What follows belongs to an exercise in optimizing a design on an open flow for small area; a production flow would make more cautious choices. Only simulation tests tie the RTL to the original design; equivalence was not proved.

== lane 1 ==
Design syntropy_core, start of the top module:
module syntropy_core (
    input wire clk,
    input wire rst_n,
    input wire [15:0] voltage_drift,
    input wire [15:0] packet_loss,
    input wire [15:0] temp_variance,
    input wire [15:0] phase_jitter,
    input wire [15:0] threshold,
    input wire enable_learning,
    input wire mesh_broadcast_en,
    output wire stable,
    output reg [15:0] flux_value,
    output reg [15:0] correction_vector,
    output reg [15:0] optimized_params,
    output wire learning_active,
    output wire mesh_broadcast_req,
    input wire [15:0] mesh_flux_in,
    input wire [15:0] mesh_correction_in,
    input wire mesh_valid_in,
    output reg [15:0] mesh_flux_out,
    output reg [15:0] mesh_correction_out,
    output wire mesh_valid_out,
    output wire [7:0] iteration_count,
    output wire [3:0] state,
    output wire error_flag
);
    localparam IDLE = 3'd0, EVAL = 3'd1, LEARN = 3'd2, CORR = 3'd3, BCAST = 3'd4, ERR = 3'd5;
    reg [2:0] cs;         
    reg [2:0] ps;         
    reg [3:0] ic;         
    reg       fin;        
    reg       lflag;      
    reg [15:0] p;         
    reg [15:0] q;         
    reg [15:0] thr;
    reg        len, men;
    assign state = {1'b0, ps};
    assign iteration_count = {4'd0, ic};
    assign stable = (ps == EVAL) && (cs == IDLE);
    assign learning_active = (ps == LEARN) && (cs == LEARN);
    assign mesh_broadcast_req = (ps == BCAST);
    assign mesh_valid_out = (ps == BCAST);
    assign error_flag = (ps == ERR);
    wire in_eval  = (cs == EVAL);
    wire in_learn = (cs == LEARN);
    wire first    = (ps == EVAL);
    wire iter     = in_learn && !fin;
    function automatic [4:0] ceil25(input [6:0] b);
        case (b)
            7'd0: ceil25 = 5'd0;
            7'd1: ceil25 = 5'd1;
  ...
export LEC_CHECK = 0
export CAP_MARGIN = 20
export CORE_MARGIN = 2
export CORE_UTILIZATION = 40
export CTS_BUF_LIST = sky130_fd_sc_hd__clkbuf_8
export SLEW_MARGIN = 20
export SYNTH_HIERARCHICAL = 1
create_clock -name core_clock -period 13.0 [get_ports {clk}]
standard.sh (not shown) runs the stock make flow with config.mk's settings and CLKGATE_MAP_FILE= SYNTH_SCRIPT=/design/flow/synth_recipe.tcl, a recipe that flattens the netlist after the stock synthesis.
==> flow/flow/run.sh <==
#!/bin/bash
set -euo pipefail
bash standard.sh synth > synth.log 2>&1
bash standard.sh 'BUFFER_PORTS_ARGS=-buffer_cell sky130_fd_sc_hd__buf_1' finish > layout.log 2>&1
diff inputs: lane 1 => lane 2
--- a/flow/config.mk
+++ b/flow/config.mk
@@ -6,8 +6,9 @@
 export NUM_CORES = 4
 export LEC_CHECK = 0
-export CAP_MARGIN = 20
+export CAP_MARGIN = 0
 export CORE_MARGIN = 2
 export CORE_UTILIZATION = 40
 export CTS_BUF_LIST = sky130_fd_sc_hd__clkbuf_8
-export SLEW_MARGIN = 20
+export GPL_TIMING_DRIVEN = 0
+export SLEW_MARGIN = 0
 export SYNTH_HIERARCHICAL = 1
Results
When lane 2 is set beside lane 1, its post-cts resize count turns out to be 72% larger.
On count of placed standard cells in the final layout, fillers left out, lane 1 and lane 2 are basically level.
Input-level comparison between lane 3 and lane 2:
--- a/flow/config.mk
+++ b/flow/config.mk
@@ -6,9 +6,9 @@
 export NUM_CORES = 4
 export LEC_CHECK = 0
-export CAP_MARGIN = 0
+export CAP_MARGIN = 20
 export CORE_MARGIN = 2
-export CORE_UTILIZATION = 40
+export CORE_UTILIZATION = 60
 export CTS_BUF_LIST = sky130_fd_sc_hd__clkbuf_8
 export GPL_TIMING_DRIVEN = 0
-export SLEW_MARGIN = 0
+export SLEW_MARGIN = 20
 export SYNTH_HIERARCHICAL = 1
Notes after the runs:
Relative to lane 2, the length of routed met3 wiring measured on lane 3 has increased by more than 10%. Delta (lane 3 minus lane 2): ratio of final minimum period to clock period higher, routed length on met2 lower, length of the first detailed-routing pass in iterations higher. Of lane 3 and lane 2, the run reporting the higher worst setup slack after layout was lane 2. On per-instance average area after synthesis, lane 3 and lane 2 are basically level.
The inputs of lane 4 differ from those of lane 3 as listed below.
==> flow/flow/run.sh <==
#!/bin/bash
set -euo pipefail
bash standard.sh synth > synth.log 2>&1
bash standard.sh 'BUFFER_PORTS_ARGS=-buffer_cell sky130_fd_sc_hd__buf_1' 'RECOVER_POWER=100' finish > layout.log 2>&1
--- a/flow/config.mk
+++ b/flow/config.mk
@@ -8,5 +8,5 @@
 export CAP_MARGIN = 20
 export CORE_MARGIN = 2
-export CORE_UTILIZATION = 60
+export CORE_UTILIZATION = 40
 export CTS_BUF_LIST = sky130_fd_sc_hd__clkbuf_8
 export GPL_TIMING_DRIVEN = 0
For the non-clock buffer count, lane 4 came in 2.8% lower than lane 3 did. Hold slack improves in lane 4 relative to lane 3. Per the final summary, lane 4 finished and its layout is clean on timing, DRC and antenna.

* * *

== nickel ==
Another version of the RTL of syntropy_core (not shown whole).
Size in the first run: about 810 cells after synthesis, about 140 flip-flops, roughly 210 I/O pins.
clock: 13.0 ns
lec_check: 0
cap_margin: 20
core_margin: 2
core_utilization: 40
cts_buf_list: sky130_fd_sc_hd__clkbuf_8
gpl_timing_driven: 0
slew_margin: 20
synth_hierarchical: 1
==> flow/flow/run.sh <==
#!/bin/bash
set -euo pipefail
bash standard.sh synth > synth.log 2>&1
bash standard.sh \
  'BUFFER_PORTS_ARGS=-buffer_cell sky130_fd_sc_hd__buf_1' \
  'CTS_ARGS=-sink_clustering_enable -repair_clock_nets -buf_list sky130_fd_sc_hd__clkbuf_8 -dont_use_dummy_load' \
  finish > layout.log 2>&1
#### Input delta (indigo over nickel)
-- flow/flow/run.sh --
<<< nickel, line 6
  'CTS_ARGS=-sink_clustering_enable -repair_clock_nets -buf_list sky130_fd_sc_hd__clkbuf_8 -dont_use_dummy_load' \
>>> indigo, line 6
  'CTS_ARGS=-repair_clock_nets -buf_list sky130_fd_sc_hd__clkbuf_8 -dont_use_dummy_load' \
-- flow/config.mk --
<<< nickel, line 13
>>> indigo, line 13
export SETUP_SLACK_MARGIN = -0.1
## What came out
In the reports for indigo and nickel, the larger final worst setup slack belongs to nickel.
From indigo to nickel, critical path depth did not move at all.
indigo vs. nickel: post-CTS setup repair buffer count went down by 4.
nickel ended up with q[8] as its launching instance or port of the critical path; indigo ended up with q[9].
Diff nickel -> indigo: area after synthesis stayed essentially flat, buffer count excluding the clock tree in the final layout fell by about 0.4%, number of clock buffers in the layout stayed essentially flat.
Here is what was changed in the inputs of raven compared with indigo.
==> flow/flow/run.sh <==
#!/bin/bash
set -euo pipefail
bash standard.sh synth > synth.log 2>&1
bash standard.sh 'BUFFER_PORTS_ARGS=-buffer_cell sky130_fd_sc_hd__buf_1' finish > layout.log 2>&1
-- flow/config.mk --
<<< indigo, line 13
export SETUP_SLACK_MARGIN = -0.1
>>> raven, line 13
==> results.txt <==
Diff indigo -> raven | global-route wire length before repair | up slightly
Of indigo and raven, indigo shows the lower required time reported for the critical path endpoint, with raven above it.
Synthesis-to-finish area growth in raven is 2.3 points higher than in indigo
On overall global routing resource usage: between indigo and raven, it ends up higher for raven.
Non-clock buffer count: raven > indigo
The number of instances in the placed design on indigo is in line with that on raven.

* * *

job 1832:
Starting RTL as in the previous note.
export LEC_CHECK = 0
export CAP_MARGIN = 20
export CORE_MARGIN = 2
export CORE_UTILIZATION = 40
export CTS_BUF_LIST = sky130_fd_sc_hd__clkbuf_8
export GPL_ROUTABILITY_DRIVEN = 0
export GPL_TIMING_DRIVEN = 0
export SETUP_SLACK_MARGIN = -0.2
export SLEW_MARGIN = 20
export SYNTH_HIERARCHICAL = 1
create_clock -name core_clock -period 13.0 [get_ports {clk}]
==> flow/flow/run.sh <==
#!/bin/bash
set -euo pipefail
bash standard.sh synth > synth.log 2>&1
bash standard.sh \
  'BUFFER_PORTS_ARGS=-buffer_cell sky130_fd_sc_hd__buf_1' \
  'CTS_ARGS=-sink_clustering_enable -repair_clock_nets -buf_list sky130_fd_sc_hd__clkbuf_8 -dont_use_dummy_load' \
  finish > layout.log 2>&1
Input changes introduced in job 5771 (baseline for comparison: job 1832):
- clearing SETUP_SLACK_MARGIN, which used to be -0.2
- clearing GPL_ROUTABILITY_DRIVEN, which used to be 0
- swapping 40 for 55 in CORE_UTILIZATION
[summary]
- Diff job 1832 -> job 5771 | slack of the critical path | increase of 0.085 ns
[inputs] job 1093 vs job 5771
- setting SETUP_SLACK_MARGIN to -0.2 for the first time
- changing CORE_UTILIZATION from 55 to 40
==> comparison <==
Comparing job 5771 against job 1093, there is no change at all in count of multi-input combinational gates. Delta (job 1093 minus job 5771): post-synthesis adder-cell area fraction saw little to no change, shortest clock period the worst path allows after layout higher. Job 1093 has less setup slack than job 5771. From job 5771 to job 1093 the numbers moved as follows: design area lower; average via count per standard cell saw a decrease.
#### Input delta (job 9628 over job 1093)
- a deleted SETUP_SLACK_MARGIN that had been -0.2
diff --git a/flow/flow/run.sh b/flow/flow/run.sh
--- a/flow/flow/run.sh
+++ b/flow/flow/run.sh
@@ -5,3 +5,4 @@
   'BUFFER_PORTS_ARGS=-buffer_cell sky130_fd_sc_hd__buf_1' \
   'CTS_ARGS=-sink_clustering_enable -repair_clock_nets -buf_list sky130_fd_sc_hd__clkbuf_8 -dont_use_dummy_load' \
+  'RECOVER_POWER=50' \
   finish > layout.log 2>&1
==> comparison <==
Status job 9628: flow complete, layout not clean - max-capacitance violations, max-slew violations. Status: core utilization parity (job 1093, job 9628). Met3 usage essentially unchanged between job 9628 and job 1093. Number of global-route vias before repair in job 9628 is 39 higher than in job 1093. Final cell count delta (job 9628 -> job 1093): insignificant. Diff job 1093 and job 9628: time the final worst path needs with I/O delays and setup lower in job 9628. Job 1093 has lower maximum clock frequency than job 9628. Highest net fanout along the worst path on job 9628 is up relative to job 1093. Aggregate routed wire length of job 9628 falls short of that of job 1093 slightly.

-- static timing again, ports no longer ideal --
No port has a modelled driver above. Below, the same layouts with a new extraction and two added sets of constraints.
Step 1 assumes that a clkbuf_16 drives the clock port and a buf_2 every other input.
Step 2, shift: input delay + t, output delay - t, t = (earliest + latest rising clock arrival at the registers) / 2. This alone moves slack from input paths to output paths.
Slacks: ideal ports / drivers / drivers and shift; pairs: ideal ports / drivers.
run | t (ns) | slack for setup (ns) | slew at the worst register clock pin (ns) | pins driven straight from the clock port
lane 1 | 0.490 | 0.363 / 0.363 / 0.363 | 0.10 / 0.10 | 1
lane 2 | 0.496 | 0.285 / 0.285 / 0.285 | 0.10 / 0.10 | 1
lane 3 | 0.493 | 0.181 / 0.181 / 0.181 | 0.10 / 0.10 | 1
lane 4 | 0.487 | 0.176 / 0.176 / 0.176 | 0.09 / 0.09 | 1
nickel | 0.476 | 0.324 / 0.324 / 0.324 | 0.10 / 0.10 | 1
indigo | 0.479 | 0.256 / 0.256 / 0.256 | 0.10 / 0.10 | 1
raven | 0.492 | 0.369 / 0.369 / 0.369 | 0.10 / 0.10 | 1
job 1832 | 0.486 | 0.208 / 0.208 / 0.208 | 0.09 / 0.09 | 1
job 5771 | 0.479 | 0.292 / 0.292 / 0.292 | 0.08 / 0.08 | 1
job 1093 | 0.479 | 0.170 / 0.170 / 0.170 | 0.10 / 0.10 | 1
job 9628 | 0.476 | 0.320 / 0.320 / 0.320 | 0.10 / 0.10 | 1
